Source: an optimization exercise on an open RTL-to-GDS flow (aim: small area). Production flows keep margins and buffers that such runs may drop. In this exercise RTL edits were held to simulation tests only and were not proved equivalent to the original.

==> build 26 <==
// csi2_rx_core
module csi2_rx_core
(
  input                 clk_i,
  input                 rst_i,
  input                 enable_i,
  input  [15 : 0]       byte_data_i,
  input  [1 : 0]        hs_data_valid_i,
  output logic          header_err_o,
  output logic          corr_header_err_o,
  output logic          crc_err_o,
  output logic          frame_start_o,
  output logic          frame_end_o,
  output logic [39 : 0] px_tdata_o,
  output logic          px_tvalid_o,
  output logic          px_tlast_o
);
export LEC_CHECK = 0
export CAP_MARGIN = 0
export CORE_MARGIN = 2
export CORE_UTILIZATION = 72
export CTS_BUF_LIST = sky130_fd_sc_hd__clkbuf_8
export CTS_CLUSTER_DIAMETER = 60
export CTS_CLUSTER_SIZE = 16
export GPL_TIMING_DRIVEN = 0
export SLEW_MARGIN = 0
create_clock -name core_clock -period 5.0 [get_ports {clk_i}]
standard.sh (not shown) runs the stock make flow with config.mk's settings and CLKGATE_MAP_FILE= SYNTH_SCRIPT=/design/flow/synth_recipe.tcl, a recipe that flattens the netlist after the stock synthesis.
==> flow/flow/run.sh <==
#!/bin/bash
# The standard layout flow (standard.sh) with three changes:
#  1. after the standard synthesis, its combinational logic is mapped
#     again by ABC with an area-oriented script (flow/area.abc); the
#     registers, their names and cells are left as they are;
#  2. the port buffers are the smallest buffer cell (buf_1) instead of
#     the delay buffer that buffer_ports picks by default;
#  3. clock tree synthesis adds no dummy loads.
# Each tool's output goes to a log file of its own in this folder.
set -euo pipefail
F=flow
RES=orfs/results/$FLOW_PLATFORM/csi2_rx_core/base
LIB=$FLOW_HOME/platforms/$FLOW_PLATFORM/lib/sky130_fd_sc_hd__tt_025C_1v80.lib
YOSYS=$FLOW_HOME/../tools/install/yosys/bin/yosys
[ -x "$YOSYS" ] || YOSYS=yosys

# 1. standard synthesis
bash standard.sh synth > 1_standard_synth.log 2>&1

# 2. area re-mapping of the combinational logic
mkdir -p resyn
python3 $F/split_lib.py $LIB resyn/keep.lib resyn/comb.lib
DONT_USE=$(grep -o -- "-dont_use [A-Za-z0-9_]*" orfs/logs/$FLOW_PLATFORM/csi2_rx_core/base/1_2_yosys.log | sort -u | tr '\n' ' ')
cp $RES/1_2_yosys.v resyn/1_2_yosys.standard.v
cat > resyn/resyn.ys <<EOT
read_liberty -lib resyn/keep.lib
read_liberty -ignore_miss_func resyn/comb.lib
read_verilog resyn/1_2_yosys.standard.v
hierarchy -top $FLOW_TOP
flatten
rename -hide w:*.*
opt_clean -purge
tee -o resyn/stat_before.txt stat -liberty $LIB
abc -script $F/area.abc -liberty $LIB $DONT_USE
read_liberty -lib -overwrite resyn/comb.lib
opt_clean -purge
setundef -zero
splitnets
opt_clean -purge
hilomap -singleton -hicell sky130_fd_sc_hd__conb_1 HI -locell sky130_fd_sc_hd__conb_1 LO
insbuf -buf sky130_fd_sc_hd__buf_4 A X
check -assert -mapped
tee -o resyn/stat_after.txt stat -liberty $LIB
write_verilog -noattr -nohex -nodec resyn/1_2_yosys.area.v
EOT
$YOSYS -s resyn/resyn.ys > 2_resyn_yosys.log 2>&1
cp resyn/1_2_yosys.area.v $RES/1_2_yosys.v
rm -f $RES/1_synth.odb $RES/1_synth.sdc

# 3. the rest of the standard flow, with buf_1 port buffers
bash standard.sh BUFFER_PORTS_ARGS="-buffer_cell sky130_fd_sc_hd__buf_1" \
  CTS_ARGS="-sink_clustering_enable -repair_clock_nets -dont_use_dummy_load -sink_clustering_size 16 -sink_clustering_max_diameter 60 -buf_list sky130_fd_sc_hd__clkbuf_8" \
  finish > 3_standard_finish.log 2>&1
==> flow/flow/area.abc <==
strash
&get -n
&deepsyn -T 30
&put
dch -f
amap
mfs2
strash
dch -f
amap
Other scripts of this flow, unchanged in this note and not shown: flow/flow/split_lib.py
==> build 27 (differences from build 26) <==
--- a/flow/design.v
+++ b/flow/design.v
@@ -41,23 +41,26 @@
 logic [1 : 0][2 : 0] ba_shift;
 logic [1 : 0]        ba_done;
 logic [1 : 0]        ba_valid;
 logic [1 : 0][2 : 0] ba_offs;
 logic [1 : 0]        ba_found;
 logic [1 : 0]        ba_lock;
 logic                reset_align;
-logic [1 : 0][7 : 0] ba_match;
 always_comb
   for( int l = 0; l < 2; l++ )
     begin
-      for( int i = 0; i < 8; i++ )
-        ba_match[l][i] = 8'( { ub_d1[l], ub_d2[l] } >> i ) == SYNC_PATTERN;
-      ba_found[l] = |ba_match[l];
-      ba_offs[l]  = { |( ba_match[l] & 8'hf0 ), |( ba_match[l] & 8'hcc ), |( ba_match[l] & 8'haa ) };
-      ba_lock[l]  = !ba_done[l] && ba_found[l] && hs_d2[l];
+      ba_offs[l]  = 3'd0;
+      ba_found[l] = 1'b0;
+      for( int i = 7; i >= 0; i-- )
+        if( 8'( { ub_d1[l], ub_d2[l] } >> i ) == SYNC_PATTERN )
+          begin
+            ba_offs[l]  = 3'( i );
+            ba_found[l] = 1'b1;
+          end
+      ba_lock[l] = !ba_done[l] && ba_found[l] && hs_d2[l];
     end
 always_ff @( posedge clk_i )
   for( int l = 0; l < 2; l++ )
     begin
       ub_d1[l]   <= byte_data_i[l * 8 +: 8];
       ub_d2[l]   <= ub_d1[l];
       ba_byte[l] <= 8'( { ub_d1[l], ub_d2[l] } >> ba_shift[l] );
--- a/flow/flow/run.sh
+++ b/flow/flow/run.sh
@@ -1,15 +1,14 @@
 #!/bin/bash
-# The standard layout flow (standard.sh) with three changes:
+# The standard layout flow (standard.sh) with two changes:
 #  1. after the standard synthesis, its combinational logic is mapped
 #     again by ABC with an area-oriented script (flow/area.abc); the
 #     registers, their names and cells are left as they are;
 #  2. the port buffers are the smallest buffer cell (buf_1) instead of
-#     the delay buffer that buffer_ports picks by default;
-#  3. clock tree synthesis adds no dummy loads.
+#     the delay buffer that buffer_ports picks by default.
 # Each tool's output goes to a log file of its own in this folder.
 set -euo pipefail
 F=flow
 RES=orfs/results/$FLOW_PLATFORM/csi2_rx_core/base
 LIB=$FLOW_HOME/platforms/$FLOW_PLATFORM/lib/sky130_fd_sc_hd__tt_025C_1v80.lib
 YOSYS=$FLOW_HOME/../tools/install/yosys/bin/yosys
 [ -x "$YOSYS" ] || YOSYS=yosys
@@ -44,10 +43,8 @@
 write_verilog -noattr -nohex -nodec resyn/1_2_yosys.area.v
 EOT
 $YOSYS -s resyn/resyn.ys > 2_resyn_yosys.log 2>&1
 cp resyn/1_2_yosys.area.v $RES/1_2_yosys.v
 rm -f $RES/1_synth.odb $RES/1_synth.sdc
 
 # 3. the rest of the standard flow, with buf_1 port buffers
-bash standard.sh BUFFER_PORTS_ARGS="-buffer_cell sky130_fd_sc_hd__buf_1" \
-  CTS_ARGS="-sink_clustering_enable -repair_clock_nets -dont_use_dummy_load -sink_clustering_size 16 -sink_clustering_max_diameter 60 -buf_list sky130_fd_sc_hd__clkbuf_8" \
-  finish > 3_standard_finish.log 2>&1
+bash standard.sh BUFFER_PORTS_ARGS="-buffer_cell sky130_fd_sc_hd__buf_1" finish > 3_standard_finish.log 2>&1
==> flow/flow/area.abc (replaced) <==
strash
dc2
dch -f
amap
mfs2
strash
dc2
dch -f
amap
==> flow/config.mk (replaced) <==
export PLATFORM = sky130hd
export DESIGN_NAME = csi2_rx_core
export DESIGN_NICKNAME = csi2_rx_core
export VERILOG_FILES = /design/flow/design.v
export SDC_FILE = /design/flow/constraint.sdc
export NUM_CORES = 4
export LEC_CHECK = 0
export CAP_MARGIN = 20
export CORE_MARGIN = 2
export CORE_UTILIZATION = 40
export CTS_BUF_LIST = sky130_fd_sc_hd__clkbuf_8
export CTS_CLUSTER_DIAMETER = 60
export CTS_CLUSTER_SIZE = 16
export SLEW_MARGIN = 20
==> trial 35 (differences from build 26) <==
--- a/flow/design.v
+++ b/flow/design.v
@@ -41,23 +41,26 @@
 logic [1 : 0][2 : 0] ba_shift;
 logic [1 : 0]        ba_done;
 logic [1 : 0]        ba_valid;
 logic [1 : 0][2 : 0] ba_offs;
 logic [1 : 0]        ba_found;
 logic [1 : 0]        ba_lock;
 logic                reset_align;
-logic [1 : 0][7 : 0] ba_match;
 always_comb
   for( int l = 0; l < 2; l++ )
     begin
-      for( int i = 0; i < 8; i++ )
-        ba_match[l][i] = 8'( { ub_d1[l], ub_d2[l] } >> i ) == SYNC_PATTERN;
-      ba_found[l] = |ba_match[l];
-      ba_offs[l]  = { |( ba_match[l] & 8'hf0 ), |( ba_match[l] & 8'hcc ), |( ba_match[l] & 8'haa ) };
-      ba_lock[l]  = !ba_done[l] && ba_found[l] && hs_d2[l];
+      ba_offs[l]  = 3'd0;
+      ba_found[l] = 1'b0;
+      for( int i = 7; i >= 0; i-- )
+        if( 8'( { ub_d1[l], ub_d2[l] } >> i ) == SYNC_PATTERN )
+          begin
+            ba_offs[l]  = 3'( i );
+            ba_found[l] = 1'b1;
+          end
+      ba_lock[l] = !ba_done[l] && ba_found[l] && hs_d2[l];
     end
 always_ff @( posedge clk_i )
   for( int l = 0; l < 2; l++ )
     begin
       ub_d1[l]   <= byte_data_i[l * 8 +: 8];
       ub_d2[l]   <= ub_d1[l];
       ba_byte[l] <= 8'( { ub_d1[l], ub_d2[l] } >> ba_shift[l] );
--- a/flow/flow/run.sh
+++ b/flow/flow/run.sh
@@ -1,15 +1,14 @@
 #!/bin/bash
-# The standard layout flow (standard.sh) with three changes:
+# The standard layout flow (standard.sh) with two changes:
 #  1. after the standard synthesis, its combinational logic is mapped
 #     again by ABC with an area-oriented script (flow/area.abc); the
 #     registers, their names and cells are left as they are;
 #  2. the port buffers are the smallest buffer cell (buf_1) instead of
-#     the delay buffer that buffer_ports picks by default;
-#  3. clock tree synthesis adds no dummy loads.
+#     the delay buffer that buffer_ports picks by default.
 # Each tool's output goes to a log file of its own in this folder.
 set -euo pipefail
 F=flow
 RES=orfs/results/$FLOW_PLATFORM/csi2_rx_core/base
 LIB=$FLOW_HOME/platforms/$FLOW_PLATFORM/lib/sky130_fd_sc_hd__tt_025C_1v80.lib
 YOSYS=$FLOW_HOME/../tools/install/yosys/bin/yosys
 [ -x "$YOSYS" ] || YOSYS=yosys
@@ -44,10 +43,8 @@
 write_verilog -noattr -nohex -nodec resyn/1_2_yosys.area.v
 EOT
 $YOSYS -s resyn/resyn.ys > 2_resyn_yosys.log 2>&1
 cp resyn/1_2_yosys.area.v $RES/1_2_yosys.v
 rm -f $RES/1_synth.odb $RES/1_synth.sdc
 
 # 3. the rest of the standard flow, with buf_1 port buffers
-bash standard.sh BUFFER_PORTS_ARGS="-buffer_cell sky130_fd_sc_hd__buf_1" \
-  CTS_ARGS="-sink_clustering_enable -repair_clock_nets -dont_use_dummy_load -sink_clustering_size 16 -sink_clustering_max_diameter 60 -buf_list sky130_fd_sc_hd__clkbuf_8" \
-  finish > 3_standard_finish.log 2>&1
+bash standard.sh BUFFER_PORTS_ARGS="-buffer_cell sky130_fd_sc_hd__buf_1" finish > 3_standard_finish.log 2>&1
==> flow/flow/area.abc (replaced) <==
strash
dc2
dch -f
amap
mfs2
strash
dc2
dch -f
amap
==> flow/config.mk (replaced) <==
export PLATFORM = sky130hd
export DESIGN_NAME = csi2_rx_core
export DESIGN_NICKNAME = csi2_rx_core
export VERILOG_FILES = /design/flow/design.v
export SDC_FILE = /design/flow/constraint.sdc
export NUM_CORES = 4
export LEC_CHECK = 0
export CAP_MARGIN = 20
export CORE_MARGIN = 2
export CORE_UTILIZATION = 70
export CTS_BUF_LIST = sky130_fd_sc_hd__clkbuf_8
export CTS_CLUSTER_DIAMETER = 60
export CTS_CLUSTER_SIZE = 16
export SLEW_MARGIN = 20
==> build 2 (differences from build 26) <==
--- a/flow/design.v
+++ b/flow/design.v
@@ -41,23 +41,26 @@
 logic [1 : 0][2 : 0] ba_shift;
 logic [1 : 0]        ba_done;
 logic [1 : 0]        ba_valid;
 logic [1 : 0][2 : 0] ba_offs;
 logic [1 : 0]        ba_found;
 logic [1 : 0]        ba_lock;
 logic                reset_align;
-logic [1 : 0][7 : 0] ba_match;
 always_comb
   for( int l = 0; l < 2; l++ )
     begin
-      for( int i = 0; i < 8; i++ )
-        ba_match[l][i] = 8'( { ub_d1[l], ub_d2[l] } >> i ) == SYNC_PATTERN;
-      ba_found[l] = |ba_match[l];
-      ba_offs[l]  = { |( ba_match[l] & 8'hf0 ), |( ba_match[l] & 8'hcc ), |( ba_match[l] & 8'haa ) };
-      ba_lock[l]  = !ba_done[l] && ba_found[l] && hs_d2[l];
+      ba_offs[l]  = 3'd0;
+      ba_found[l] = 1'b0;
+      for( int i = 7; i >= 0; i-- )
+        if( 8'( { ub_d1[l], ub_d2[l] } >> i ) == SYNC_PATTERN )
+          begin
+            ba_offs[l]  = 3'( i );
+            ba_found[l] = 1'b1;
+          end
+      ba_lock[l] = !ba_done[l] && ba_found[l] && hs_d2[l];
     end
 always_ff @( posedge clk_i )
   for( int l = 0; l < 2; l++ )
     begin
       ub_d1[l]   <= byte_data_i[l * 8 +: 8];
       ub_d2[l]   <= ub_d1[l];
       ba_byte[l] <= 8'( { ub_d1[l], ub_d2[l] } >> ba_shift[l] );
--- a/flow/flow/run.sh
+++ b/flow/flow/run.sh
@@ -1,15 +1,14 @@
 #!/bin/bash
-# The standard layout flow (standard.sh) with three changes:
+# The standard layout flow (standard.sh) with two changes:
 #  1. after the standard synthesis, its combinational logic is mapped
 #     again by ABC with an area-oriented script (flow/area.abc); the
 #     registers, their names and cells are left as they are;
 #  2. the port buffers are the smallest buffer cell (buf_1) instead of
-#     the delay buffer that buffer_ports picks by default;
-#  3. clock tree synthesis adds no dummy loads.
+#     the delay buffer that buffer_ports picks by default.
 # Each tool's output goes to a log file of its own in this folder.
 set -euo pipefail
 F=flow
 RES=orfs/results/$FLOW_PLATFORM/csi2_rx_core/base
 LIB=$FLOW_HOME/platforms/$FLOW_PLATFORM/lib/sky130_fd_sc_hd__tt_025C_1v80.lib
 YOSYS=$FLOW_HOME/../tools/install/yosys/bin/yosys
 [ -x "$YOSYS" ] || YOSYS=yosys
@@ -44,10 +43,8 @@
 write_verilog -noattr -nohex -nodec resyn/1_2_yosys.area.v
 EOT
 $YOSYS -s resyn/resyn.ys > 2_resyn_yosys.log 2>&1
 cp resyn/1_2_yosys.area.v $RES/1_2_yosys.v
 rm -f $RES/1_synth.odb $RES/1_synth.sdc
 
 # 3. the rest of the standard flow, with buf_1 port buffers
-bash standard.sh BUFFER_PORTS_ARGS="-buffer_cell sky130_fd_sc_hd__buf_1" \
-  CTS_ARGS="-sink_clustering_enable -repair_clock_nets -dont_use_dummy_load -sink_clustering_size 16 -sink_clustering_max_diameter 60 -buf_list sky130_fd_sc_hd__clkbuf_8" \
-  finish > 3_standard_finish.log 2>&1
+bash standard.sh BUFFER_PORTS_ARGS="-buffer_cell sky130_fd_sc_hd__buf_1" finish > 3_standard_finish.log 2>&1
==> flow/config.mk (replaced) <==
export PLATFORM = sky130hd
export DESIGN_NAME = csi2_rx_core
export DESIGN_NICKNAME = csi2_rx_core
export VERILOG_FILES = /design/flow/design.v
export SDC_FILE = /design/flow/constraint.sdc
export NUM_CORES = 4
export LEC_CHECK = 0
export CAP_MARGIN = 20
export CORE_MARGIN = 2
export CORE_UTILIZATION = 40
export CTS_BUF_LIST = sky130_fd_sc_hd__clkbuf_8
export CTS_CLUSTER_DIAMETER = 60
export CTS_CLUSTER_SIZE = 16
export SLEW_MARGIN = 20
==> out/metrics.cfg <==
[setup_path]
cp.required_ps=5460
crit_cells=20
crit_end=ba_done[0]$_DFFE_PP0P_

[layout]
multiInputGateArea_um2=5220

[clock_network]
clk_latency_ps=580

[global_route]
grtUsageMet2_pct=36.0

[outcome]
status=complete, no violations

[place]
dp_hpwl_um=29900

-- figures above: build 27

==> out/metrics.cfg <==
[setup_path]
crit_end=ba_done[1]$_DFFE_PP0P_
cp.required_ps=5520
crit_cells=20

[clock_network]
clk_latency_ps=630

[place]
dp_hpwl_um=28500

[global_route]
grtUsageMet2_pct=59.4

[layout]
layout-drive-gt1-share_pct=4.10
multiInputGateArea_um2=5240

[outcome]
status=complete, no violations

-- figures above: trial 35

==> out/metrics.cfg <==
[outcome]
status=complete, no violations

[layout]
non_clock_inverter_count=170
multiInputGateArea_um2=5050

[setup_path]
cp_num_buf_inv=4
crit_cells=21
cp.required_ps=5480
crit_end=crc_err_o$_DFF_PP0_

[power]
power_leader=registers
pg_seq_w=0.00326

[clock_network]
clk_latency_ps=620

[place]
dp_hpwl_um=27600

[detailed_routing]
wl_um=38500

[global_route]
grtUsageMet2_pct=57.3

-- figures above: build 26

==> out/metrics.cfg <==
[place]
dp_hpwl_um=30200

[global_route]
grtUsageMet2_pct=36.6

[clock_network]
clk_root_buffer_cell=clkbuf_8

[setup_path]
crit_cells=20
crit_end=ba_done[1]$_DFFE_PP0P_
crit_path_start_kind=register

[outcome]
status=complete, no violations

[layout]
multiInputGateArea_um2=5040

-- figures above: build 2

-- separate check: timing with driven ports --
How much do the figures lean on ideal ports? The routed layouts below were timed once more, with nothing changed but the port constraints.
Step 1: set_driving_cell puts a clkbuf_16 on clk_i and a buf_2 on each other input, an assumption about the parent block.
Step 2 adds t to the input delays and takes it off the output delays; t is the mean of the earliest and latest rising clock arrival at the registers after step 1. Input paths then give back, and output paths get back, about the clock's delay inside the block.
Three values: ideal ports, drivers, drivers and shift; two values: the first two.
run | t (ns) | setup WS [ns] | worst slew at a driven data input, ns
build 26 | 0.631 | 0.243 / 0.243 / 0.243 | 0.03
build 27 | 0.615 | 0.430 / 0.430 / 0.430 | 0.04
trial 35 | 0.659 | 0.280 / 0.280 / 0.280 | 0.04
build 2 | 0.618 | 0.443 / 0.443 / 0.443 | 0.05
After both steps every run listed still meets setup and hold.
